This design comes from an exercise in tuning for small area on the open sky130 flow, not from production work. Function was checked by simulation only, so behaviour that the tests miss may differ from the original. Power figures rest on the tool's default switching activity, not on a simulated workload.

File: flow/config.mk
export PLATFORM = sky130hd
export DESIGN_NAME = EmbeddedReceiver
export DESIGN_NICKNAME = EmbeddedReceiver
export VERILOG_FILES = /design/flow/design.v
export SDC_FILE = /design/flow/constraint.sdc
export NUM_CORES = 4
export LEC_CHECK = 0
export CAP_MARGIN = 20
export CORE_MARGIN = 2
export CORE_UTILIZATION = 40
export SLEW_MARGIN = 20
File: flow/constraint.sdc
create_clock -name core_clock -period 8.0 [get_ports {clk_i}]
set_input_delay 1.6000 -clock core_clock [delete_from_list [all_inputs] [get_ports {clk_i}]]
set_output_delay 1.6000 -clock core_clock [all_outputs]
set_load 0.01 [all_outputs]
File: flow/design.v
module Decode_3b4b (
      input  [3:0] io_din,
      input   io_comma_in,
      output [2:0] io_dout,
      output  io_error);
  reg [2:0] result;
  reg  error;
  always @ (*) begin
    result = (3'b000);
    error = 1'b0;
    if((! io_comma_in))begin
      case(io_din)
        4'b1011 : begin
          result = (3'b000);
        end
        4'b0100 : begin
          result = (3'b000);
        end
        4'b1001 : begin
          result = (3'b001);
        end
        4'b0101 : begin
          result = (3'b010);
        end
        4'b1100 : begin
          result = (3'b011);
        end
        4'b0011 : begin
          result = (3'b011);
        end
        4'b1101 : begin
          result = (3'b100);
        end
        4'b0010 : begin
          result = (3'b100);
        end
        4'b1010 : begin
          result = (3'b101);
        end
        4'b0110 : begin
          result = (3'b110);
        end
        4'b1110 : begin
          result = (3'b111);
        end
        4'b0001 : begin
          result = (3'b111);
        end
        4'b0111 : begin
          result = (3'b111);
        end
        4'b1000 : begin
          result = (3'b111);
        end
        default : begin
          error = 1'b1;
        end
      endcase
    end else begin
      case(io_din)
        4'b1011 : begin
          result = (3'b000);
        end
        4'b0100 : begin
          result = (3'b000);
        end
        4'b1100 : begin
          result = (3'b011);
        end
        4'b0011 : begin
          result = (3'b011);
        end
        4'b1101 : begin
          result = (3'b100);
        end
        4'b0010 : begin
          result = (3'b100);
        end
        4'b1010 : begin
          result = (3'b101);
        end
        4'b0101 : begin
          result = (3'b101);
        end
        4'b0110 : begin
          result = (3'b110);
        end
        4'b1001 : begin
          result = (3'b110);
        end
        4'b0111 : begin
          result = (3'b111);
        end
        4'b1000 : begin
          result = (3'b111);
        end
        default : begin
          error = 1'b1;
        end
      endcase
    end
  end
  assign io_dout = result;
  assign io_error = error;
endmodule
module Decode_5b6b (
      input  [5:0] io_din,
      output [4:0] io_dout,
      output  io_comma,
      output  io_error);
  reg [4:0] result;
  reg  error;
  reg  comma;
  always @ (*) begin
    result = (5'b00000);
    error = 1'b0;
    comma = 1'b0;
    case(io_din)
      6'b100111 : begin
        result = (5'b00000);
      end
      6'b011000 : begin
        result = (5'b00000);
      end
      6'b011101 : begin
        result = (5'b00001);
      end
      6'b100010 : begin
        result = (5'b00001);
      end
      6'b101101 : begin
        result = (5'b00010);
      end
      6'b010010 : begin
        result = (5'b00010);
      end
      6'b110001 : begin
        result = (5'b00011);
      end
      6'b110101 : begin
        result = (5'b00100);
      end
      6'b001010 : begin
        result = (5'b00100);
      end
      6'b101001 : begin
        result = (5'b00101);
      end
      6'b011001 : begin
        result = (5'b00110);
      end
      6'b111000 : begin
        result = (5'b00111);
      end
      6'b000111 : begin
        result = (5'b00111);
      end
      6'b111001 : begin
        result = (5'b01000);
      end
      6'b000110 : begin
        result = (5'b01000);
      end
      6'b100101 : begin
        result = (5'b01001);
      end
      6'b010101 : begin
        result = (5'b01010);
      end
      6'b110100 : begin
        result = (5'b01011);
      end
      6'b001101 : begin
        result = (5'b01100);
      end
      6'b101100 : begin
        result = (5'b01101);
      end
      6'b011100 : begin
        result = (5'b01110);
      end
      6'b010111 : begin
        result = (5'b01111);
      end
      6'b101000 : begin
        result = (5'b01111);
      end
      6'b011011 : begin
        result = (5'b10000);
      end
      6'b100100 : begin
        result = (5'b10000);
      end
      6'b100011 : begin
        result = (5'b10001);
      end
      6'b010011 : begin
        result = (5'b10010);
      end
      6'b110010 : begin
        result = (5'b10011);
      end
      6'b001011 : begin
        result = (5'b10100);
      end
      6'b101010 : begin
        result = (5'b10101);
      end
      6'b011010 : begin
        result = (5'b10110);
      end
      6'b111010 : begin
        result = (5'b10111);
      end
      6'b000101 : begin
        result = (5'b10111);
      end
      6'b110011 : begin
        result = (5'b11000);
      end
      6'b001100 : begin
        result = (5'b11000);
      end
      6'b100110 : begin
        result = (5'b11001);
      end
      6'b010110 : begin
        result = (5'b11010);
      end
      6'b110110 : begin
        result = (5'b11011);
      end
      6'b001001 : begin
        result = (5'b11011);
      end
      6'b001110 : begin
        result = (5'b11100);
      end
      6'b101110 : begin
        result = (5'b11101);
      end
      6'b010001 : begin
        result = (5'b11101);
      end
      6'b011110 : begin
        result = (5'b11110);
      end
      6'b100001 : begin
        result = (5'b11110);
      end
      6'b101011 : begin
        result = (5'b11111);
      end
      6'b010100 : begin
        result = (5'b11111);
      end
      6'b001111 : begin
        result = (5'b11100);
        comma = 1'b1;
      end
      6'b110000 : begin
        result = (5'b11100);
        comma = 1'b1;
      end
      default : begin
        error = 1'b1;
      end
    endcase
  end
  assign io_dout = result;
  assign io_error = error;
  assign io_comma = comma;
endmodule
module Decode_8b10b (
      input  [9:0] io_din,
      output  io_comma,
      output reg [7:0] io_dout,
      output  io_error);
  wire [3:0] _zz_1_;
  wire [5:0] _zz_2_;
  wire [2:0] decode_3b4b_1__io_dout;
  wire  decode_3b4b_1__io_error;
  wire [4:0] decode_5b6b_1__io_dout;
  wire  decode_5b6b_1__io_comma;
  wire  decode_5b6b_1__io_error;
  Decode_3b4b decode_3b4b_1_ ( 
    .io_din(_zz_1_),
    .io_comma_in(io_comma),
    .io_dout(decode_3b4b_1__io_dout),
    .io_error(decode_3b4b_1__io_error) 
  );
  Decode_5b6b decode_5b6b_1_ ( 
    .io_din(_zz_2_),
    .io_dout(decode_5b6b_1__io_dout),
    .io_comma(decode_5b6b_1__io_comma),
    .io_error(decode_5b6b_1__io_error) 
  );
  assign _zz_2_ = io_din[9 : 4];
  assign io_comma = decode_5b6b_1__io_comma;
  assign _zz_1_ = io_din[3 : 0];
  always @ (*) begin
    io_dout[7 : 5] = decode_3b4b_1__io_dout;
    io_dout[4 : 0] = decode_5b6b_1__io_dout;
  end
  assign io_error = (decode_5b6b_1__io_error || decode_3b4b_1__io_error);
endmodule
module Delay #(
    parameter int W = 32
)(
    input  logic         clk_i,
    input  logic         reset_i,
    input  logic         strobe_i,
    output logic         strobe_o,
    input  logic [W-1:0] delay
);
    logic         busy;
    logic [W-1:0] cnt;
    always_ff @(posedge clk_i) begin
        if (reset_i) begin
            busy <= 1'b0;
            cnt  <= '0;
        end else if (!busy) begin
            busy <= strobe_i;
            cnt  <= '0;
        end else if (cnt < delay) begin
            cnt  <= cnt + 1'b1;
        end else begin
            busy <= 1'b0;
            cnt  <= '0;
        end
    end
    assign strobe_o = (cnt == delay);
endmodule
typedef struct packed
{
    logic [  7:0] payload_type;
    logic [127:0] data;
} payload_t;
typedef struct packed
{
    logic unsigned [63:0] pulse_id;
    logic          [63:0] empty;
} pulse_id_t;
typedef struct packed
{
    logic           [ 7:0] board;
    logic           [ 7:0] channel;
    logic           [ 7:0] status;
	 logic unsigned [31:0] delay;
     logic unsigned [31:0] length;
	 logic unsigned [ 7:0] divider;
	 logic unsigned [ 7:0] modulus;
	 logic          [23:0] empty;
} delay_data_t;
typedef struct packed
{
    payload_t    payload;
    logic [15:0] crc;
} frame_t;
module EmbeddedReceiver #(
        parameter int   board   = 2,
        parameter int Ki =     2,
        parameter int Kp =   500,
        parameter int K0 = 335544
    )(
        input  logic        clk_i,
        input  logic        reset_i,
        input  logic        data_i,
        output logic        error_o,
        output logic        trigger_o,
        output logic [63:0] pulse_id_o
    );
    logic [1:0] data_sync;
    always_ff @(posedge clk_i)
        data_sync <= {data_sync[0], data_i};
    logic [23:1] phase;
    logic [23:1] integral;
    logic bit_clk_d, ff1, ff2, ff3, ff4;
    wire bit_clk  = phase[23];
    wire rise     = bit_clk & ~bit_clk_d;
    wire fall     = ~bit_clk & bit_clk_d;
    wire late     = ff2 ^ ff4;
    wire early    = ff1 ^ ff4;
    always_ff @(posedge clk_i) begin
        if (reset_i) begin
            bit_clk_d <= 1'b0;
            ff1 <= 1'b0; ff2 <= 1'b0; ff3 <= 1'b0; ff4 <= 1'b0;
        end else begin
            bit_clk_d <= bit_clk;
            if (rise) begin
                ff1 <= data_sync[1];
                ff2 <= ff1;
                ff4 <= ff3;
            end
            if (fall)
                ff3 <= data_sync[1];
        end
    end
    localparam logic [23:1] C0 = 23'((K0 >> 1));
    localparam logic [23:1] CE = 23'(((K0 - Kp) >> 1));
    localparam logic [23:1] CL = 23'(((K0 + Kp) >> 1));
    logic [23:1] cadd;
    always_comb begin
        cadd = C0;
        if (early)     cadd = CE;
        else if (late) cadd = CL;
    end
    always_ff @(posedge clk_i) begin
        if (reset_i) begin
            phase    <= '0;
            integral <= '0;
        end else begin
            phase <= phase + integral + cadd;
            if (early)     integral <= integral - 23'(Ki >> 1);
            else if (late) integral <= integral + 23'(Ki >> 1);
        end
    end
    logic       tick_d, bit_d;
    always_ff @(posedge clk_i) begin
        tick_d <= rise;
        bit_d  <= ff2;
    end
    logic [9:0] shift_reg, result;
    logic [3:0] bit_cnt;
    always_ff @(posedge clk_i) begin
        if (reset_i) begin
            shift_reg <= '0;
            result    <= '0;
            bit_cnt   <= '0;
        end else if (tick_d) begin
            if ((bit_cnt == 4'd9) | (shift_reg == 10'h0f9) | (shift_reg == 10'h306)) begin
                bit_cnt <= '0;
                result  <= shift_reg;
            end else begin
                bit_cnt <= bit_cnt + 1'b1;
            end
            shift_reg <= {bit_d, shift_reg[9:1]};
        end
    end
    logic wt_d;
    always_ff @(posedge clk_i)
        wt_d <= (bit_cnt == 4'd0);
    wire word_tick = (bit_cnt == 4'd0) & ~wt_d;
    logic [7:0] byte_in;
    logic       comma, dec_err;
    Decode_8b10b decoder (
        .io_din  (result),
        .io_comma(comma),
        .io_dout (byte_in),
        .io_error(dec_err)
    );
    wire input_valid = ~comma & ~dec_err;
    localparam logic [2:0] S_CLEAR = 3'd0, S_WAIT = 3'd1, S_VALID = 3'd2,
                           S_ACCEPT = 3'd3, S_TICK = 3'd4, S_COMMA1 = 3'd5,
                           S_COMMA = 3'd6;
    logic [2:0] state;
    logic [4:0]   byte_cnt;
    logic         is_id;         
    logic         is_cfg;        
    logic         f_status;      
    logic [103:0] f_data;        
    logic [15:0]  crc;
    wire clr_frame = (state == S_CLEAR) & ~input_valid;
    wire wr_frame  = ((state == S_CLEAR) | (state == S_WAIT)) & input_valid & word_tick;
    function automatic logic [15:0] crc_step(input logic [15:0] c, input logic [7:0] d);
        logic [15:0] r;
        r = c;
        for (int k = 7; k >= 0; k--)
            r = {r[14:0], 1'b0} ^ ((r[15] ^ d[k]) ? 16'h8005 : 16'h0000);
        crc_step = r;
    endfunction
    always_ff @(posedge clk_i) begin
        if (clr_frame)
            byte_cnt <= '0;
        else if (wr_frame)
            byte_cnt <= byte_cnt + 1'b1;
    end
    always_ff @(posedge clk_i) begin
        if (wr_frame) begin
            case (byte_cnt)
                5'd0: begin
                    is_id  <= (byte_in == 8'h01);
                    is_cfg <= (byte_in == 8'h02);
                end
                5'd1: is_cfg <= is_cfg & (byte_in == 8'(board));
                5'd2: is_cfg <= is_cfg & (byte_in == 8'd1);
                5'd3: f_status <= byte_in[0];
                default: ;
            endcase
            for (int k = 4; k <= 16; k++)
                if (byte_cnt == 5'(k))
                    f_data[135 - 8*k -: 8] <= byte_in;
        end
    end
    always_ff @(posedge clk_i) begin
        if (reset_i | clr_frame)
            crc <= '0;
        else if (wr_frame)
            crc <= crc_step(crc, byte_in);
    end
    wire crc_ok = (crc == 16'd0);
    always_ff @(posedge clk_i) begin
        if (reset_i)
            state <= S_CLEAR;
        else case (state)
            S_CLEAR:  if (input_valid) state <= S_WAIT;
            S_WAIT:   if (byte_cnt >= 5'd19) state <= S_VALID;
            S_VALID:  state <= crc_ok ? S_ACCEPT : S_CLEAR;
            S_ACCEPT: state <= S_TICK;
            S_TICK:   state <= S_COMMA1;
            S_COMMA1, S_COMMA: state <= input_valid ? S_COMMA : S_CLEAR;
            default:  state <= S_CLEAR;
        endcase
    end
    wire frame_tick = (state == S_TICK);
    wire id_tick    = frame_tick & is_id;
    wire div_start  = (state == S_COMMA1) & is_id;
    assign error_o = dec_err | ((state == S_VALID) & ~crc_ok);
    always_ff @(posedge clk_i) begin
        if (reset_i)
            pulse_id_o <= '0;
        else if (id_tick)
            pulse_id_o <= f_data[63:0];
    end
    logic        status0;
    logic [31:0] dly, len;
    logic [7:0]  divider, modulus;
    always_ff @(posedge clk_i) begin
        if (reset_i) begin
            status0 <= 1'b0;
            dly     <= '0;
            len     <= '0;
            divider <= '0;
            modulus <= '0;
        end else if (frame_tick & is_cfg) begin
            status0 <= f_status;
            dly     <= f_data[103:72];
            len     <= f_data[71:40];
            divider <= f_data[39:32];
            modulus <= f_data[31:24];
        end
    end
    logic       div_busy, div_fin, all_ones;
    logic [5:0] div_idx;             
    logic [8:0] acc;
    logic [7:0] rem_reg;
    wire  [8:0] acc_sub = acc - {1'b0, divider};
    wire        acc_ge  = (acc >= {1'b0, divider});
    wire  [7:0] acc_red = acc_ge ? acc_sub[7:0] : acc[7:0];
    wire        id_bit  = pulse_id_o[div_idx];
    always_ff @(posedge clk_i) begin
        if (reset_i) begin
            div_busy <= 1'b0;
            div_fin  <= 1'b0;
        end else begin
            div_fin <= 1'b0;
            if (div_start) begin
                div_idx  <= 6'd62;
                div_busy <= (divider != 8'd0);
                acc      <= {8'd0, pulse_id_o[63]};
                all_ones <= pulse_id_o[63];
            end else if (div_busy) begin
                div_idx <= div_idx - 1'b1;
                if (div_idx == 6'd63) begin
                    div_busy <= 1'b0;
                    div_fin  <= 1'b1;
                    acc      <= {1'b0, acc_red};
                end else begin
                    acc      <= {acc_red, id_bit};
                    all_ones <= all_ones & id_bit;
                end
            end
        end
    end
    wire [7:0] rem_inc = acc[7:0] + 8'd1;
    always_ff @(posedge clk_i) begin
        if (reset_i)
            rem_reg <= 8'd0;
        else if (div_fin)
            rem_reg <= (all_ones | (rem_inc == divider)) ? 8'd0 : rem_inc;
    end
    wire trigger = id_tick & (rem_reg == modulus) & status0;
    logic after_delay1, after_delay2, after_length1, after_length2;
    Delay #(.W(32)) delay_gen_1 (
        .clk_i(clk_i), .reset_i(reset_i), .strobe_i(trigger),
        .strobe_o(after_delay1), .delay((dly >> 1) + 32'(dly[0])));
    Delay #(.W(31)) delay_gen_2 (
        .clk_i(clk_i), .reset_i(reset_i), .strobe_i(after_delay1),
        .strobe_o(after_delay2), .delay(dly[31:1]));
    Delay #(.W(32)) length_gen_1 (
        .clk_i(clk_i), .reset_i(reset_i), .strobe_i(after_delay2),
        .strobe_o(after_length1), .delay((len >> 1) + 32'(len[0])));
    Delay #(.W(31)) length_gen_2 (
        .clk_i(clk_i), .reset_i(reset_i), .strobe_i(after_length1),
        .strobe_o(after_length2), .delay(len[31:1]));
    always_ff @(posedge clk_i) begin
        if (reset_i)
            trigger_o <= 1'b0;
        else if (after_length2)
            trigger_o <= 1'b0;
        else if (after_delay2)
            trigger_o <= 1'b1;
    end
endmodule
File: flow/run.sh
#!/bin/bash
# synth_recipe.tcl (not shown) runs the flow's synth.tcl, then flattens the netlist and writes it again
# the make line also repeats each setting of config.mk as NAME=value (left out here)
make -C /OpenROAD-flow-scripts/flow DESIGN_CONFIG=/design/flow/config.mk WORK_HOME=/design/flow/orfs CLKGATE_MAP_FILE= SYNTH_SCRIPT=/design/flow/synth_recipe.tcl finish
==> results of run 1 <==
-- worst paths after layout --
kind / startpoint / to / slack, ns / depth (start not counted)
max: len[1] / length_gen_1.busy / 3.17 / 15
min: data_sync[0] / data_sync[1] / 0.36 / 0
max reg2reg: len[1] / length_gen_1.busy / 3.17 / 15
min reg2reg: data_sync[0] / data_sync[1] / 0.36 / 0
-- metal layers --
metal | GRT usage | up-vias | part of all wire
li1 | - | 10750 | -
met1 | 0.245 | 9913 | 0.47
met2 | 0.308 | 278 | 0.46
met3 | 0.0276 | 89 | 0.037
met4 | 0.0516 | 2 | 0.023
met5 | 0 | - | 0.00020
-- metrics by stage --
step / hold WS (ns) / std cells / utilization / power, mW / setup slack (ns)
finish: 0.361 / 4085 / 0.458 / 5.96 / 3.17
global route: 0.360 / 4085 / 0.458 / 6.19 / 2.66
CTS: 0.361 / 4085 / 0.458 / 6.03 / 3.15
detailed placement: 0.349 / 3973 / 0.428 / 3.19 / 3.19
global placement: 0.355 / 3971 / 0.427 / 3.19 / 3.08
floorplan: 0.310 / 3071 / - / 3.11 / 4.00
-- area by class of cell --
| cell class | count | area [sq um] |
|---|---|---|
| Clock buffer | 76 | 1620 |
| Clock inverter | 36 | 435 |
| Sequential cell | 528 | 11800 |
| Tap cell | 931 | 1160 |
| Timing Repair Buffer | 89 | 882 |
| Multi-Input combinational cell | 2273 | 14900 |
| Fill cell | 6680 | 37200 |
| Inverter | 152 | 571 |
-- critical path: cells and delay by family, from the launching register on --
kind                       cells  cell delay, ns
AOI/OAI and AO/OA              2            0.48
xor gates and xnor gates       1            0.17
adders and majority gates      3            0.69
buffers and inverters          1            0.69
DFF                            1            0.36
and+or+nand+nor                8            2.27
-- layout by cell type (no fill, tap or decap), types with 36 or more instances in the layout --
master | netlist | final
xor2_1 | 107 | 107
clkbuf_16 | 0 | 59
a21oi_1 | 257 | 257
edfxtp_1 | 123 | 123
nand4_1 | 69 | 69
o21ai_0 | 62 | 62
nand2_1 | 489 | 489
nand3_1 | 97 | 96
clkdlybuf4s50_1 | 0 | 67
nor3_1 | 96 | 96
xnor2_1 | 159 | 159
nor2_1 | 271 | 270
dfxtp_1 | 405 | 405
and3_1 | 37 | 36
inv_1 | 150 | 150
a21o_1 | 62 | 62
ha_1 | 217 | 217
-- kinds of logic (layout without fill, tap and decap cells) --
group / after synthesis / after routing / share of synthesized area
mux: 62 / 62 / 0.0330
buf+inv: 270 / 353 / 0.0376
flops: 528 / 528 / 0.426
xor+xnor: 266 / 266 / 0.0840
compound gates: 522 / 522 / 0.117
simple gates: 1193 / 1193 / 0.196
fa+ha+maj: 230 / 230 / 0.107
-- power by group --
part	switching, mW	total (mW)	internal (mW)	leakage [nW]
Combinational	0.223	0.366	0.143	6.28
Sequential	0.0199	2.77	2.75	4.38
Clock	1.16	2.83	1.67	1.01
==> key figures, run 1 <==
Routing
  • DRT Pass-1 Iters: 5
  • Initial DRC count: between 1000 and 1500
  • DR DRC count: 0
  • Via Count: 21032
  • WL final: 65600 um
  • Drt wl/cell: roughly 16 um
  • Vias per inst: between 5 and 6
  • Routed Antenna Nets: 0

Setup path
  • Slowest cell on the critical path: inv_1
  • Startpoint Class: flip-flop
  • Worst-path cell chain: ha_1 -> ha_1 -> nand2_1 -> nor3_1 -> and3_1 -> nor4b_1 -> nand3_1 -> xnor2_1 -> ha_1 -> nand4_1 -> nor2_1 -> nand2_1 -> o221a_2 -> inv_1 -> o32ai_1
  • Top cell by count, worst path: ha_1
  • WS Path Type: reg -> reg
  • WP data required: around 8.5 ns
  • Worst Path Max Fanout: 29
  • CP peak stage delay: slightly below 0.7 ns
  • CP Capture Type: flip-flop
  • CP arrival: 5.32 ns

Placement
  • I/O Buffers: 68
  • Dpl cell area: approximately 0.03 sq mm
  • DP HPWL: between 40000 and 50000 um
  • Routability Congestion: between 0.8 and 0.9

Synthesis
  • Post-synth top area cell: dfxtp_1
  • Post-synth EDFFs: 123
  • Net Count, Synth: 3304
  • Post-Synthesis Cells: around 3000
  • Async S/R FF share, synth: 0
  • Synth area leaders: dfxtp_1 (29%), edfxtp_1 (13%), ha_1 (9.8%)
  • Post-synth top area share: 0.292
  • Post-synth top cells: nand2_1 (489), dfxtp_1 (405), nor2_1 (271)
  • #FFs+latches synth: 528
  • Main flop type after synthesis: dfxtp_1
  • Synth Area per Inst: ~9 sq um
  • Most frequent cell after synthesis: nand2_1
  • Library cells used by synthesis: 80
  • Netlist Area Pre-Place: approximately 0.028 sq mm
  • Yosys warning count: 6
  • Seq/Total Area, Yosys: 0.426

CTS
  • PostCTS Resize Cnt: 0
  • Root buf cell: clkbuf_16
  • H-Tree Depth: 2
  • TritonCTS clock tree: built
  • Hold buffers post-CTS: 0
  • Setup repair bufs after CTS: 0
  • Clk Latency, worst-skew pair: 0.66 ns
  • TritonCTS Sinks: approximately 530
  • Clk buf depth: 3
  • Clock-pin slew on the worst setup and hold paths: ~0.060 ns
  • Num CTS Buffers: 59

Finish
  • Max reg flops: 104
  • Area growth, synth to finish: 13.2%
  • Fin nets: about 3300
  • Largest reg by FF count: f_data
  • Diode count: 0
  • Final Cell Area: 0.0314 sq mm
  • Regs by FF count: f_data: 104 flops, pulse_id_o: 64 flops
  • Share of layout cells above drive strength 1: 0.0577

STA
  • Max Fclk: approximately 0.21 GHz
  • Fin Setup TNS: 0 ns
  • Max_slew headroom: 0.272
  • RSZ-0062 raised after global routing: false
  • Final Cycle Share: 0.604
  • Layout Skew: between 0.04 and 0.05 ns
  • Tightest Pin Transition: 1.09 ns
  • Final setup vio count: 0
  • Fin. Hold Viols: 0
  • Final Slew Violations: 0
  • Final min period: approximately 4.8 ns

Global routing
  • First-pass GRT wire length: 107000 um
  • Vias in the first global route: approximately 20000
  • All-Layer GR Usage: 0.184
  • Total grt overflow: 0
  • Initial antenna violation count: 1
  • Largest net degree at the start of global routing: about 80

Die
  • Total I/O pin count: 69
  • Row cnt: 96
  • Die area: a little over 0.07 sq mm
  • Die W: between 200 and 300 um
  • Die Height: between 200 and 300 um
  • Core Area: roughly 0.069 sq mm
  • Starting density of the core: 0.404

Pwr
  • Peak supply drop: 0.187 mV
  • Standby leakage power: 11.7 nW
  • Cell Pwr Density: approximately 190 mW/mm^2

Outcome
  • Outcome: complete, no violations

Run
  • Max cap viols: 0

Hold path
  • Tightest Hold Check Type: reg -> reg
==> run 2: changes to the inputs <==
--- a/flow/config.mk
+++ b/flow/config.mk
@@ -6,4 +6,5 @@
 export NUM_CORES = 4
 export LEC_CHECK = 0
+export ABC_AREA = 1
 export CAP_MARGIN = 20
 export CORE_MARGIN = 2
==> key figures, run 2 <==
Outcome
  • Outcome: complete, no violations

Finish
  • Max reg flops: between 100 and 150
  • Share of layout cells above drive strength 1: 0.0640
  • Fillers: 7104
  • Fin nets: 3869
  • Largest reg by FF count: f_data
  • Area of the multi-input gates: 0.0148 sq mm
  • Fin cells: ~4600
  • Area growth, synth to finish: 13.1%
  • Most frequent cells in the layout: nand2_1 (531), nor2_1 (435), inv_1 (420), dfxtp_1 (404), o21ai_0 (303)
  • Reg area: between 0.01 and 0.015 sq mm
  • Final Cell Area: about 0.032 sq mm
  • Fin util: 0.455
  • Regs by FF count: f_data: 104 flops, pulse_id_o: 64 flops
  • Commonest non-fill, non-tap cell in the layout: nand2_1

Run
  • Max cap viols: 0

Synthesis
  • Synth area leaders: dfxtp_1 (28%), edfxtp_1 (13%), ha_1 (9.5%)
  • Synth Area per Inst: 7.97 sq um
  • Seq/Total Area, Yosys: 0.413
  • Post-Synthesis Cells: approximately 3600
  • Library cells used by synthesis: between 70 and 80
  • Yosys warning count: 6
  • Netlist Area Pre-Place: between 0.02 and 0.03 sq mm
  • Async S/R FF share, synth: 0
  • Post-synth top area share: 0.284
  • Post-synth EDFFs: roughly 120
  • Main flop type after synthesis: dfxtp_1
  • Net Count, Synth: 3817
  • Most frequent cell after synthesis: nand2_1
  • Post-synth top cells: nand2_1 (532), nor2_1 (436), inv_1 (421)
  • Post-synth top area cell: dfxtp_1
  • #FFs+latches synth: between 500 and 600

Die
  • Die W: 271 um
  • Total I/O pin count: 69
  • Die Height: about 270 um
  • Core Area: between 0.07 and 0.08 sq mm
  • Starting density of the core: 0.402
  • Die area: approximately 0.074 sq mm
  • Row cnt: 98

STA
  • Max_slew headroom: 0.284
  • Layout Skew: between 0.06 and 0.07 ns
  • RSZ-0062 raised after global routing: false
  • Final min period: around 4.8 ns
  • Final setup vio count: 0
  • Final Cycle Share: 0.605
  • Fin Hold WS: around 0.33 ns
  • Fin. Hold Viols: 0
  • Fin Setup TNS: 0 ns
  • Tightest Pin Transition: approximately 1.1 ns
  • Final Slew Violations: 0
  • Final setup margin: 3.16 ns
  • Max Fclk: roughly 0.21 GHz

CTS
  • Setup repair bufs after CTS: 0
  • Num CTS Buffers: 60
  • Clk Latency, worst-skew pair: 0.67 ns
  • Root buf cell: clkbuf_16
  • Hold buffers post-CTS: 0
  • Clk buf depth: 3
  • TritonCTS Sinks: approximately 530
  • Clock-pin slew on the worst setup and hold paths: about 0.060 ns
  • H-Tree Depth: 2
  • PostCTS Resize Cnt: 0
  • TritonCTS clock tree: built

Global routing
  • Vias in the first global route: around 22000
  • Initial antenna violation count: 1
  • All-Layer GR Usage: 0.193
  • Largest net degree at the start of global routing: 115
  • Total grt overflow: 0
  • First-pass GRT wire length: 117000 um

Routing
  • Routed Antenna Nets: 0
  • WL final: between 70000 and 80000 um
  • Via Count: roughly 24000
  • Initial DRC count: 1720
  • Vias per inst: between 5 and 6
  • DRT Pass-1 Iters: 7
  • DR DRC count: 0
  • Drt wl/cell: approximately 15 um

Placement
  • DP Worst Slack: between 3 and 4 ns
  • Dpl cell area: roughly 0.03 sq mm
  • Routability Congestion: just under 0.9
  • Cells after DPL: approximately 4500
  • DP HPWL: between 50000 and 60000 um
  • I/O Buffers: 68

Pwr
  • Final total power: between 5 and 6 mW
  • Cell Pwr Density: ~180 mW/mm^2
  • Net Sw Frac: 0.235
  • Gate power share: 0.050
  • Sequential share of power: 0.466
  • Psw: around 1.4 mW
  • Clock power share: 0.484
  • Standby leakage power: between 10 and 15 nW
  • Pint: roughly 4.5 mW
  • Peak supply drop: roughly 0.17 mV

Setup path
  • Worst Path Max Fanout: 24
  • Startpoint Class: flip-flop
  • WP data required: 8.54 ns
  • CP peak stage delay: roughly 0.57 ns
  • Reg2reg setup slack: ~3.2 ns
  • WS Path Type: reg -> reg
  • Worst-path cell chain: xnor2_1 -> inv_1 -> nor2_1 -> buf_4 -> inv_1 -> fa_1 -> ha_1 -> inv_1 -> fa_1 -> nor2_1 -> nor2_1 -> o21bai_1 -> inv_1 -> nor3_1 -> nor2_1 -> o21ai_1 -> a21boi_0 -> o21ai_1 -> nand2_1 -> nand2_1 -> nand2_1 -> nand2_1 -> nor2_1
  • CP Capture Type: flip-flop
  • CP arrival: around 5.4 ns
  • Top cell by count, worst path: nor2_1
  • Slowest cell on the critical path: inv_1

Hold path
  • Tightest Hold Check Type: reg -> reg
==> run 2: worst paths after layout <==
path | startpoint | to | cells past startpoint
hold / removal | data_sync[0] | data_sync[1] | 0
setup / recovery | ff1 | phase[22] | 23
hold reg to reg | data_sync[0] | data_sync[1] | 0
setup reg to reg | ff1 | phase[22] | 23
==> run 2: critical path, delay by kind of cell, from the launching register on <==
kind            cells  cell delay (ns)
fa+ha+maj           3             1.05
flops               1             0.33
compound gates      4             0.77
buf+inv             5             1.09
simple gates       10             1.00
xor+xnor            1             0.48
==> run 2: power by group through the flow <==
stage	Sequential (mW)	Clock, mW	Combinational [mW]
floorplan	2.81	0	0.230
global placement	2.82	0	0.296
detailed placement	2.82	0	0.296
CTS	2.76	2.94	0.298
global route	2.76	3.04	0.344
finish	2.76	2.87	0.297
==> run 2: area by class of cell <==
cell class              instances  area share
multi-input cells            2518       0.456
flip-flops and latches        528       0.365
inverters                     437      0.0509
clock buffers                  72      0.0500
well taps                     950      0.0368
repair buffers                 91      0.0266
clock inverters                41      0.0142
diodes                          2    0.000155
==> run 2: routing by layer <==
layer,vias up,global-route usage,wire [um]
met4,0,0.0528,1670
met3,104,0.0264,3300
met1,10895,0.276,35300
met2,449,0.304,31400
li1,12129,-,-
met5,-,0,0
==> run 2: cell families after synthesis <==
family	after synthesis	synth area share
buffers and inverters	538	0.0723
adder cells (fa/ha/maj)	230	0.104
flip-flops	528	0.413
AO/OA/AOI/OAI	710	0.135
AND/OR/NAND/NOR	1420	0.227
XOR/XNOR	158	0.0484
==> run 3: changes to the inputs <==
--- a/flow/config.mk
+++ b/flow/config.mk
@@ -6,7 +6,9 @@
 export NUM_CORES = 4
 export LEC_CHECK = 0
-export ABC_AREA = 1
 export CAP_MARGIN = 20
 export CORE_MARGIN = 2
 export CORE_UTILIZATION = 40
+export CTS_BUF_LIST = sky130_fd_sc_hd__clkbuf_16
+export CTS_CLUSTER_DIAMETER = 100
+export CTS_CLUSTER_SIZE = 30
 export SLEW_MARGIN = 20
==> key figures, run 3 <==
Setup path
  • WP data required: 8.48 ns
  • Crit. Startpoint: dly[1]
  • CP Capture Type: flip-flop
  • Worst Path Max Fanout: 32
  • Startpoint Class: flip-flop
  • CP arrival: between 5 and 6 ns
  • R2R Path Start: dly[1]
  • WS Path Type: reg -> reg

Placement
  • I/O Buffers: 68
  • DP HPWL: about 46000 um
  • Routability Congestion: between 0.8 and 0.9

Routing
  • Initial DRC count: approximately 1400
  • Drt wl/cell: 16.1 um
  • Routed Antenna Nets: 0
  • WL final: between 60000 and 70000 um
  • DR DRC count: 0
  • Via Count: about 21000
  • DRT Pass-1 Iters: 5
  • Vias per inst: 5.17

Finish
  • Most frequent cells in the layout: nand2_1 (489), dfxtp_1 (405), nor2_1 (270), a21oi_1 (257), ha_1 (217)
  • Diode count: 0
  • Share of layout cells above drive strength 1: 0.0404
  • Fin nets: around 3300
  • Largest reg by FF count: f_data
  • Commonest non-fill, non-tap cell in the layout: nand2_1
  • Regs by FF count: f_data: 104 flops, pulse_id_o: 64 flops
  • Area growth, synth to finish: 9.18%
  • Max reg flops: roughly 100

Pwr
  • Cell Pwr Density: roughly 160 mW/mm^2
  • Peak supply drop: around 0.18 mV
  • Gate power share: 0.076
  • Psw: around 1.3 mW
  • Clock power share: 0.351
  • Sequential share of power: 0.573
  • Final total power: between 4 and 5 mW
  • Pint: between 3 and 4 mW
  • Standby leakage power: approximately 11 nW
  • Net Sw Frac: 0.260

Synthesis
  • Netlist Area Pre-Place: approximately 0.028 sq mm
  • Post-Synthesis Cells: approximately 3000
  • Post-synth top area share: 0.292
  • Synth Area per Inst: roughly 9.0 sq um
  • Post-synth top cells: nand2_1 (489), dfxtp_1 (405), nor2_1 (271)
  • Synth area leaders: dfxtp_1 (29%), edfxtp_1 (13%), ha_1 (9.8%)
  • Library cells used by synthesis: 80
  • Seq/Total Area, Yosys: 0.426
  • Main flop type after synthesis: dfxtp_1
  • Yosys warning count: 6
  • Async S/R FF share, synth: 0
  • Net Count, Synth: between 3000 and 4000
  • Post-synth EDFFs: around 120
  • #FFs+latches synth: 528
  • Post-synth top area cell: dfxtp_1
  • Most frequent cell after synthesis: nand2_1

CTS
  • Num CTS Buffers: 27
  • Setup repair bufs after CTS: 0
  • PostCTS Resize Cnt: 0
  • Clk Latency, worst-skew pair: between 0.6 and 0.7 ns
  • Hold buffers post-CTS: 0
  • TritonCTS clock tree: built
  • H-Tree Depth: 1
  • Clock-pin slew on the worst setup and hold paths: 0.10 ns
  • TritonCTS Sinks: between 500 and 600
  • Clk buf depth: 3
  • Root buf cell: clkbuf_16

STA
  • Fin Setup TNS: 0 ns
  • Tightest Pin Transition: between 1 and 1.5 ns
  • Max_slew headroom: 0.238
  • Max Fclk: ~0.21 GHz
  • Layout Skew: between 0.06 and 0.07 ns
  • Final min period: roughly 4.8 ns
  • Final Cycle Share: 0.602
  • RSZ-0062 raised after global routing: false
  • Fin. Hold Viols: 0
  • Final setup vio count: 0
  • Final Slew Violations: 0

Global routing
  • First-pass GRT wire length: 105000 um
  • All-Layer GR Usage: 0.180
  • Vias in the first global route: a little under 20000
  • Initial antenna violation count: 1
  • Largest net degree at the start of global routing: between 80 and 90
  • Total grt overflow: 0

Die
  • Starting density of the core: 0.404
  • Die W: between 200 and 300 um
  • Row cnt: 96
  • Core Area: roughly 0.07 sq mm
  • Total I/O pin count: 69
  • Die area: just over 0.07 sq mm
  • Die Height: about 270 um

Run
  • Max cap viols: 0

Hold path
  • Hold_sp: data_sync[0]
  • Tightest Hold Check Type: reg -> reg

Outcome
  • Outcome: complete, no violations
run 3: kinds of logic after synthesis:
group | synth area share
AOI/OAI and AO/OA | 0.117
muxes | 0.0330
xor gates and xnor gates | 0.0840
DFF | 0.426
adders and majority gates | 0.107
buffers and inverters | 0.0376
and+or+nand+nor | 0.196
run 3: layer usage:
layer / vias up / part of all wire / GRT usage / wire length (um)
met5: - / 0.00020 / 0 / 13
met4: 2 / 0.023 / 0.0448 / 1490
met3: 78 / 0.037 / 0.0204 / 2380
met2: 307 / 0.46 / 0.306 / 30100
met1: 9769 / 0.48 / 0.243 / 30900
li1: 10649 / - / - / -
run 3: through the flow:
| step | std cells | worst slack [ns] | hold WS, ns | cell area (sq um) | utilization |
|---|---|---|---|---|---|
| after global placement | 3971 | 3.08 | 0.355 | 29300 | 0.427 |
| after global routing | 4023 | 2.65 | 0.368 | 30300 | 0.441 |
| after floorplan | 3071 | 4.00 | 0.310 | 27700 | - |
| after detailed placement | 3973 | 3.19 | 0.349 | 29300 | 0.428 |
| final | 4023 | 3.18 | 0.368 | 30300 | 0.441 |
| after CTS | 4023 | 3.15 | 0.367 | 30300 | 0.441 |
run 3: power groups by stage:
stage | registers, mW | logic [mW] | clock network [mW]
after detailed placement | 2.83 | 0.368 | 0
after global placement | 2.83 | 0.363 | 0
after floorplan | 2.82 | 0.294 | 0
after global routing | 2.77 | 0.425 | 1.83
final | 2.76 | 0.367 | 1.69
after CTS | 2.76 | 0.371 | 1.75
run 3: critical path: stages, from the launching register on:
cell and delay [ns]:
dfxtp_1 0.38, ha_1 0.19, ha_1 0.21, nand2_1 0.09, nor3_1 0.70, and3_1 0.34
nor4b_1 0.59, nand3_1 0.18, xnor2_1 0.16, ha_1 0.29, nand4_1 0.12, nor2_1 0.12
nand4_1 0.15, nor4_1 0.36, o21ai_0 0.17, o211ai_1 0.16, buf_4 0.40, nor2_1 0.10
run 3: area by class of cell:
class / count / area, sq um
Clock inverter: 23 / 263
Multi-Input combinational cell: 2273 / 14900
Tap cell: 931 / 1160
Clock buffer: 27 / 676
Inverter: 152 / 571
Sequential cell: 528 / 11800
Fill cell: 6763 / 38300
Timing Repair Buffer: 89 / 882
run 3: path summary, 6_finish.rpt:
path,to,slack [ns],cells after the start
setup reg to reg,delay_gen_1.cnt[6],3.18,17
hold / removal,data_sync[1],0.37,0
hold reg to reg,data_sync[1],0.37,0
setup / recovery,delay_gen_1.cnt[6],3.18,17
==> run 4: changes to the inputs <==
--- a/flow/config.mk
+++ b/flow/config.mk
@@ -9,6 +9,6 @@
 export CORE_MARGIN = 2
 export CORE_UTILIZATION = 40
-export CTS_BUF_LIST = sky130_fd_sc_hd__clkbuf_16
-export CTS_CLUSTER_DIAMETER = 100
-export CTS_CLUSTER_SIZE = 30
+export CTS_BUF_LIST = sky130_fd_sc_hd__clkbuf_8
+export CTS_CLUSTER_DIAMETER = 50
+export CTS_CLUSTER_SIZE = 12
 export SLEW_MARGIN = 20
==> key figures, run 4 <==
Outcome
  • Outcome: complete, no violations

STA
  • Final setup vio count: 0
  • Final min period: ~4.8 ns
  • Fin Hold WS: between 0.3 and 0.4 ns
  • Max Fclk: slightly above 0.2 GHz
  • Max_slew headroom: 0.240
  • Fin. Hold Viols: 0
  • Tightest Pin Transition: 1.14 ns
  • Layout Skew: 0.0504 ns
  • Final Slew Violations: 0
  • RSZ-0062 raised after global routing: false
  • Final Cycle Share: 0.603
  • Fin Setup TNS: 0 ns

Synthesis
  • Library cells used by synthesis: 80
  • Post-synth top area share: 0.292
  • Async S/R FF share, synth: 0
  • Post-synth EDFFs: 123
  • #FFs+latches synth: ~530
  • Seq/Total Area, Yosys: 0.426
  • Net Count, Synth: between 3000 and 4000
  • Post-synth top cells: nand2_1 (489), dfxtp_1 (405), nor2_1 (271)
  • Post-synth top area cell: dfxtp_1
  • Netlist Area Pre-Place: about 0.028 sq mm
  • Synth Area per Inst: around 9.0 sq um
  • Synth area leaders: dfxtp_1 (29%), edfxtp_1 (13%), ha_1 (9.8%)
  • Post-Synthesis Cells: 3071
  • Yosys warning count: 6
  • Most frequent cell after synthesis: nand2_1
  • Main flop type after synthesis: dfxtp_1

CTS
  • Num CTS Buffers: just under 70
  • TritonCTS Sinks: about 530
  • Clock-pin slew on the worst setup and hold paths: 0.08 ns
  • Clk buf depth: 3
  • Root buf cell: clkbuf_8
  • Setup repair bufs after CTS: 0
  • H-Tree Depth: 3
  • Clk Latency, worst-skew pair: about 0.65 ns
  • TritonCTS clock tree: built
  • Hold buffers post-CTS: 0
  • PostCTS Resize Cnt: 0

Die
  • Die area: between 0.07 and 0.08 sq mm
  • Row cnt: between 90 and 100
  • Core Area: between 0.06 and 0.07 sq mm
  • Die Height: around 270 um
  • Total I/O pin count: 69
  • Die W: approximately 270 um
  • Starting density of the core: 0.404

Setup path
  • Worst Path Max Fanout: 29
  • Startpoint Class: flip-flop
  • Crit path buffers/inverters: 1
  • CP Depth: 15
  • Top cell by count, worst path: ha_1
  • CP peak stage delay: around 0.70 ns
  • CP Capture Type: flip-flop
  • R2R cell count: 15
  • Worst-path cell chain: ha_1 -> ha_1 -> nand2_1 -> nor3_1 -> and3_1 -> nor4b_1 -> nand3_1 -> xnor2_1 -> ha_1 -> nand4_1 -> nor2_1 -> nand2_1 -> o221a_2 -> inv_1 -> o32ai_1
  • WP data required: approximately 8.5 ns
  • CP arrival: roughly 5.3 ns
  • Slowest cell on the critical path: inv_1
  • WS Path Type: reg -> reg
  • Worst path top cell family by delay: simple AND/OR/NAND/NOR gates

Pwr
  • Peak supply drop: approximately 0.16 mV
  • Cell Pwr Density: around 170 mW/mm^2
  • Standby leakage power: between 10 and 15 nW
  • Final total power: around 5.3 mW

Routing
  • Routed wl met3: ~2500 um
  • Vias per inst: 5.14
  • WL final: ~66000 um
  • Drt wl/cell: about 16 um
  • Initial DRC count: ~1400
  • Wire length on met1: 31100 um
  • Top Metal Used: met5
  • Met2 WL post-DR: 30300 um
  • DRT Pass-1 Iters: 5
  • DR DRC count: 0
  • Routed Antenna Nets: 0
  • Via Count: roughly 21000

Global routing
  • First-pass GRT wire length: 106000 um
  • All-Layer GR Usage: 0.184
  • Largest net degree at the start of global routing: a little over 80
  • Initial antenna violation count: 2
  • Vias in the first global route: between 20000 and 25000
  • Total grt overflow: 0

Finish
  • Fin nets: 3346
  • Largest reg by FF count: f_data
  • Final Cell Area: just over 0.03 sq mm
  • Area growth, synth to finish: 11.1%
  • Fin util: 0.449
  • Fillers: between 6000 and 7000
  • Share of layout cells above drive strength 1: 0.0597
  • Commonest non-fill, non-tap cell in the layout: nand2_1
  • Most frequent cells in the layout: nand2_1 (489), dfxtp_1 (405), nor2_1 (270), a21oi_1 (257), ha_1 (217)
  • Regs by FF count: f_data: 104 flops, pulse_id_o: 64 flops
  • Max reg flops: 104

Hold path
  • Tightest Hold Check Type: reg -> reg
  • WHS Path Cells: 0

Placement
  • Routability Congestion: about 0.83
  • I/O Buffers: slightly below 70
  • DP HPWL: approximately 46000 um
  • Dpl cell area: a little under 0.03 sq mm

Run
  • Max cap viols: 0
run 4: area by class of cell:
cell class / count / area, sq um / area share
Antenna cell: 1 / 2.50 / 0.0000812
Clock buffer: 73 / 1000 / 0.0326
Clock inverter: 52 / 470 / 0.0153
Inverter: 152 / 571 / 0.0185
Multi-Input combinational cell: 2273 / 14900 / 0.484
Sequential cell: 528 / 11800 / 0.383
Tap cell: 931 / 1160 / 0.0378
Timing Repair Buffer: 89 / 882 / 0.0286
run 4: path summary, 6_finish.rpt:
path / to / startpoint / slack, ns
hold / removal: data_sync[1] / data_sync[0] / 0.36
setup / recovery: length_gen_1.busy / len[1] / 3.17
setup reg to reg: length_gen_1.busy / len[1] / 3.17
hold reg to reg: data_sync[1] / data_sync[0] / 0.36
run 4: cells by family after synthesis:
logic type               Yosys count  share of synthesized area
multiplexers                      62                     0.0330
AO/OA/AOI/OAI                    522                      0.117
adder cells (fa/ha/maj)          230                      0.107
XOR/XNOR                         266                     0.0840
buffers and inverters            270                     0.0376
flip-flops                       528                      0.426
AND/OR/NAND/NOR                 1193                      0.196
run 4: metal layers:
layer / track usage / vias up
met1: 0.246 / 9924
met3: 0.0272 / 101
met4: 0.0600 / 2
met5: 0 / -
li1: - / 10760
met2: 0.305 / 296
run 4: metrics by stage:
stage | worst slack, ns | instances
5_1_grt | 2.66 | 4099
3_3_place_gp | 3.08 | 3971
2_1_floorplan | 4.00 | 3071
4_1_cts | 3.15 | 4098
3_5_place_dp | 3.19 | 3973
6_report | 3.17 | 4099
run 4: report_power, final:
part / internal [mW] / switching, mW
sequential: 2.74 / 0.0201
clock: 1.08 / 1.10
combinational: 0.143 / 0.223
==> run 5: changes to the inputs <==
==> flow/config.mk (replaced) <==
export PLATFORM = sky130hd
export DESIGN_NAME = EmbeddedReceiver
export DESIGN_NICKNAME = EmbeddedReceiver
export VERILOG_FILES = /design/flow/design.v
export SDC_FILE = /design/flow/constraint.sdc
export NUM_CORES = 4
export LEC_CHECK = 0
export CAP_MARGIN = 0
export CORE_MARGIN = 2
export CORE_UTILIZATION = 60
export PLACE_DENSITY = 0.75
export SLEW_MARGIN = 0
==> key figures, run 5 <==
Outcome
  • Outcome: complete, no violations

Finish
  • Max reg flops: approximately 100
  • Regs by FF count: f_data: 104 flops, pulse_id_o: 64 flops
  • Fin nets: around 3300
  • Fillers: roughly 3600
  • Area growth, synth to finish: 11.2%
  • Commonest non-fill, non-tap cell in the layout: nand2_1
  • Fin cells: 3741
  • Area of the multi-input gates: ~0.015 sq mm
  • Most frequent cells in the layout: nand2_1 (489), dfxtp_1 (405), nor2_1 (270), a21oi_1 (257), ha_1 (217)
  • Largest reg by FF count: f_data
  • Diode count: 0
  • Fin util: 0.678
  • Reg area: approximately 0.012 sq mm
  • Share of layout cells above drive strength 1: 0.0551

STA
  • RSZ-0062 raised after global routing: false
  • Final setup vio count: 0
  • Fin. Hold Viols: 0
  • Final min period: around 5 ns
  • Fin Setup TNS: 0 ns
  • Final Cycle Share: 0.629
  • Tightest Pin Transition: between 1 and 1.5 ns
  • Max_slew headroom: 0.235
  • Final Slew Violations: 0
  • Layout Skew: ~0.014 ns
  • Max Fclk: just under 0.2 GHz

Setup path
  • CP Capture Type: flip-flop
  • CP arrival: approximately 5.5 ns
  • R2R Path End: length_gen_1.busy
  • WP data required: between 8 and 9 ns
  • Startpoint Class: flip-flop
  • Worst Path Max Fanout: 33
  • WS Path Type: reg -> reg
  • R2R cell count: 15
  • Reg2reg setup slack: around 3.0 ns
  • R2R Path Start: len[1]

CTS
  • TritonCTS Sinks: 528
  • Num CTS Buffers: 55
  • Hold buffers post-CTS: 0
  • Root buf cell: clkbuf_16
  • H-Tree Depth: 2
  • Setup repair bufs after CTS: 0
  • Clk buf depth: 3
  • PostCTS Resize Cnt: 0
  • Clk Latency, worst-skew pair: between 0.6 and 0.7 ns
  • TritonCTS clock tree: built
  • Clock-pin slew on the worst setup and hold paths: around 0.060 ns

Run
  • Max cap viols: 0

Global routing
  • Total grt overflow: 0
  • First-pass GRT wire length: 108000 um
  • Initial antenna violation count: 0
  • Largest net degree at the start of global routing: about 130
  • Vias in the first global route: ~21000
  • All-Layer GR Usage: 0.277

Synthesis
  • Yosys warning count: 6
  • Post-synth top area share: 0.292
  • Post-synth top area cell: dfxtp_1
  • Library cells used by synthesis: 80
  • Most frequent cell after synthesis: nand2_1
  • Post-synth top cells: nand2_1 (489), dfxtp_1 (405), nor2_1 (271)
  • #FFs+latches synth: ~530
  • Main flop type after synthesis: dfxtp_1
  • Net Count, Synth: around 3300
  • Synth area leaders: dfxtp_1 (29%), edfxtp_1 (13%), ha_1 (9.8%)
  • Synth Area per Inst: 9.03 sq um
  • Async S/R FF share, synth: 0
  • Netlist Area Pre-Place: around 0.028 sq mm
  • Post-synth EDFFs: roughly 120
  • Post-Synthesis Cells: approximately 3100
  • Seq/Total Area, Yosys: 0.426

Placement
  • DP HPWL: about 47000 um
  • Routability Congestion: slightly above 0.9
  • Cells after DPL: 3637
  • I/O Buffers: 68

Hold path
  • WHS Path Cells: 0
  • Hold_sp: data_sync[0]
  • Hold path endpoint: data_sync[1]
  • Tightest Hold Check Type: reg -> reg

Die
  • Die Height: 219 um
  • Starting density of the core: 0.610
  • Die W: approximately 220 um
  • Row cnt: roughly 80
  • Die area: roughly 0.048 sq mm
  • Core Area: ~0.045 sq mm
  • Total I/O pin count: between 60 and 70

Routing
  • Routed Antenna Nets: 0
  • Via Count: approximately 22000
  • Vias per inst: between 5 and 6
  • Top Metal Used: met4
  • Met2 WL post-DR: 31100 um
  • Initial DRC count: roughly 2100
  • Drt wl/cell: about 18 um
  • DRT Pass-1 Iters: 5
  • Routed wl met3: about 3800 um
  • Wire length on met1: approximately 30000 um
  • DR DRC count: 0
  • WL final: between 60000 and 70000 um

Pwr
  • Cell Pwr Density: 192 mW/mm^2
  • Peak supply drop: 0.173 mV
  • Standby leakage power: around 12 nW
-- run 5: cell counts after synthesis --
Identical to the previous run, type by type.
-- run 5: critical path, stage by stage (launching register included) --
cell and delay [ns]:
dfxtp_1 0.35, ha_1 0.18, ha_1 0.21, nand2_1 0.09
nor3_1 0.63, and3_1 0.34, nor4b_1 0.57, nand3_1 0.18
xnor2_1 0.17, ha_1 0.30, nand4_1 0.12, nor2_1 0.17
nand2_1 0.10, nor3_1 0.28, o21a_1 0.95, o32ai_1 0.20
-- run 5: worst max path at each step --
stage          slack, ns                   to     from  cells past startpoint
6_report            2.97    length_gen_1.busy   len[1]                     15
5_1_grt             2.60  delay_gen_1.cnt[28]   dly[1]                     17
4_1_cts             2.98    length_gen_1.busy   len[1]                     15
3_5_place_dp        3.06  length_gen_1.cnt[5]   len[1]                     15
3_3_place_gp        3.34    length_gen_1.busy   len[1]                     15
2_1_floorplan       4.00           byte_in[2]  reset_i                     11
-- run 5: final cells by class --
type | count | share of cell area
multi-input cells | 2273 | 0.483
well taps | 600 | 0.0243
inverters | 152 | 0.0185
flip-flops and latches | 528 | 0.383
clock inverters | 40 | 0.0170
clock buffers | 64 | 0.0474
repair buffers | 84 | 0.0265
-- run 5: power breakdown --
group,switching [mW],internal (mW),total (mW)
Clock,1.11,1.67,2.79
Sequential,0.0205,2.75,2.77
Combinational,0.231,0.141,0.372
-- run 5: stage by stage --
step	area, sq um	power [mW]	hold slack [ns]	setup slack [ns]
2_1_floorplan	27700	3.11	0.310	4.00
5_1_grt	30800	6.12	0.334	2.60
6_report	30800	5.92	0.328	2.97
4_1_cts	30800	5.96	0.328	2.98
3_3_place_gp	28800	3.17	0.314	3.34
3_5_place_dp	28800	3.19	0.313	3.06
-- run 5: kinds of logic (layout without fill, tap and decap cells) --
group | Yosys count | count (layout) | synth area share
XOR/XNOR | 266 | 266 | 0.0840
AO/OA/AOI/OAI | 522 | 522 | 0.117
buffers and inverters | 270 | 340 | 0.0376
multiplexers | 62 | 62 | 0.0330
flip-flops | 528 | 528 | 0.426
AND/OR/NAND/NOR | 1193 | 1193 | 0.196
adder cells (fa/ha/maj) | 230 | 230 | 0.107
-- run 5: routing by layer --
layer | vias up | GRT usage
met1 | 10508 | 0.368
met3 | 139 | 0.0413
met4 | 0 | 0.0950
met2 | 588 | 0.460
li1 | 10724 | -
met5 | - | 0

==> re-timing with driven ports <==
No port has a modelled driver above. Below, the same layouts with a new extraction and two added sets of constraints.
Step 1: set_driving_cell puts a clkbuf_16 on clk_i and a buf_2 on each other input, an assumption about the parent block.
Step 2 times the ports against the registers' clock, not the clock port: input delays grow and output delays shrink by t, the midpoint of the rising clock arrivals with the driver on.
Slacks: ideal / step 1 / step 2; pairs: ideal / step 1.
| run | shift t [ns] | setup WS [ns] | hold WS [ns] | slew at the worst register clock pin (ns) | worst slew at a driven data input, ns |
|---|---|---|---|---|---|
| run 1 | 0.701 | 3.168 / 3.168 / 3.168 | 0.361 / 0.361 / 0.361 | 0.07 / 0.07 | 0.04 |
| run 2 | 0.701 | 3.160 / 3.160 / 3.160 | 0.329 / 0.329 / 0.329 | 0.07 / 0.07 | 0.05 |
| run 3 | 0.675 | 3.185 / 3.185 / 3.185 | 0.368 / 0.368 / 0.368 | 0.12 / 0.12 | 0.04 |
| run 4 | 0.693 | 3.173 / 3.173 / 3.173 | 0.364 / 0.364 / 0.364 | 0.09 / 0.09 | 0.04 |
| run 5 | 0.669 | 2.966 / 2.966 / 2.966 | 0.328 / 0.328 / 0.328 | 0.07 / 0.07 | 0.04 |
After both steps setup and hold are still met in every run listed.
